From an optimization exercise on the open Yosys and OpenROAD flow, aimed at small area; shortcuts taken in it are not production practice. The RTL was checked by simulation tests, not by an equivalence proof against the original design. Power figures rest on the tool's default switching activity, not on a simulated workload.

==> flow/design.v <==
module dvf(clk, rst, data_in, div);
input clk, rst;
input [19:0] data_in;
output div;
wire b = data_in[0];
wire [18:0] h = data_in[19:1];
reg [18:0] c1;
reg e;
wire [19:0] q;       
wire [18:0] n1;      
wire [19:0] g;       
assign q[0] = 1'b1;
assign g[0] = 1'b1;
genvar i;
generate for (i = 0; i < 19; i = i + 1) begin : ev
	assign n1[i] = c1[i] ^ q[i];
	assign q[i+1] = c1[i] & q[i];
	assign g[i+1] = (n1[i] & ~h[i]) | (n1[i] & g[i]) | (~h[i] & g[i]);
end endgenerate
wire hit1 = g[19];
always @(posedge clk)
	c1 <= n1 & {19{rst & ~hit1}};
always @(posedge clk or negedge rst) begin
	if(!rst)
		e <= 0;
	else
		e <= e ^ hit1;
end
reg [19:0] c2;
reg o1, o2;
wire [20:0] p;       
wire [19:0] n2;      
wire [19:0] x;
assign p[0] = 1'b1;
generate for (i = 0; i < 20; i = i + 1) begin : od
	assign n2[i] = c2[i] ^ p[i];
	assign p[i+1] = c2[i] & p[i];
	assign x[i] = b ? c2[i] : n2[i];
end endgenerate
wire hitA = (x[18:0] == h) & ~n2[19];
wire hitB = (x[19:1] == h) & ~x[0];
wire clr = hitB & ~hitA;
always @(posedge clk)
	c2 <= n2 & {20{rst & ~clr}};
always @(negedge clk or negedge rst) begin
	if(!rst)
		o2 <= 0;
	else
		o2 <= o1 ^ (hitA | hitB);
end
always @(posedge clk or negedge rst) begin
	if(!rst)
		o1 <= 0;
	else
		o1 <= o2;
end
assign div = b ? (o1 | o2) : e;
endmodule
clock: 12.0 ns
lec_check: 0
cap_margin: 20
core_margin: 2
core_utilization: 40
slew_margin: 20
standard.sh (not shown) runs the stock make flow with config.mk's settings and CLKGATE_MAP_FILE= SYNTH_SCRIPT=/design/flow/synth_recipe.tcl, a recipe that flattens the netlist after the stock synthesis.
==> flow/flow/run.sh <==
#!/bin/bash
# ORFS layout as standard.sh runs it, with:
#  - synthesis mapped by an area-oriented ABC script, without half-adder cells
#  - sky130_fd_sc_hd__buf_1 as the port buffers
#  - a small clock tree of clkbuf_4 without dummy loads
set -euo pipefail
F=$PWD/flow
export MY_ABC_SCRIPT=$F/abc_area.script
bash standard.sh \
  "SYNTH_SCRIPT=$F/synth.tcl" \
  "ADDER_MAP_FILE=" \
  "BUFFER_PORTS_ARGS=-buffer_cell sky130_fd_sc_hd__buf_1" \
  "CTS_ARGS=-sink_clustering_enable -repair_clock_nets -dont_use_dummy_load -buf_list sky130_fd_sc_hd__clkbuf_16 -root_buf sky130_fd_sc_hd__clkbuf_16 -sink_clustering_size 50 -sink_clustering_max_diameter 500" \
  finish > make.log 2>&1
==> flow/flow/abc_area.script <==
strash
&get -n
&st
&dc2
&dch -f
&nf -p -R 1000
&put
topo
dnsize
==> flow/flow/synth.tcl <==
# The standard synthesis (synth_recipe.tcl), with ABC run on an
# area-oriented script instead of ORFS's speed script.
proc synth {args} { yosys synth -nofsm -noshare {*}$args }
proc abc {args} {
  set keep {}
  set i 0
  while {$i < [llength $args]} {
    set a [lindex $args $i]
    if {$a eq "-script" || $a eq "-D"} { incr i 2; continue }
    lappend keep $a
    incr i
  }
  yosys abc -script $::env(MY_ABC_SCRIPT) {*}$keep
}
source $::env(SCRIPTS_DIR)/synth.tcl
# left out here: clear keep_hierarchy, flatten, clean up, hide names made inside functions, write 1_2_yosys.v
The baseline completed with no timing, DRC or antenna violations.
Edit:
==> flow/flow/run.sh (replaced) <==
#!/bin/bash
# Standard ORFS layout with small port buffers and a small clock tree.
set -euo pipefail
bash standard.sh \
  "BUFFER_PORTS_ARGS=-buffer_cell sky130_fd_sc_hd__buf_1" \
  "CTS_ARGS=-sink_clustering_enable -repair_clock_nets -dont_use_dummy_load -buf_list sky130_fd_sc_hd__clkbuf_4 -root_buf sky130_fd_sc_hd__clkbuf_4 -sink_clustering_size 10" \
  finish > make.log 2>&1
removed: flow/flow/abc_area.script
removed: flow/flow/synth.tcl
Total power went down by about 18%.
Clock-buffer cell count does not change.
Register-to-register slack got worse by 0.77 ns.
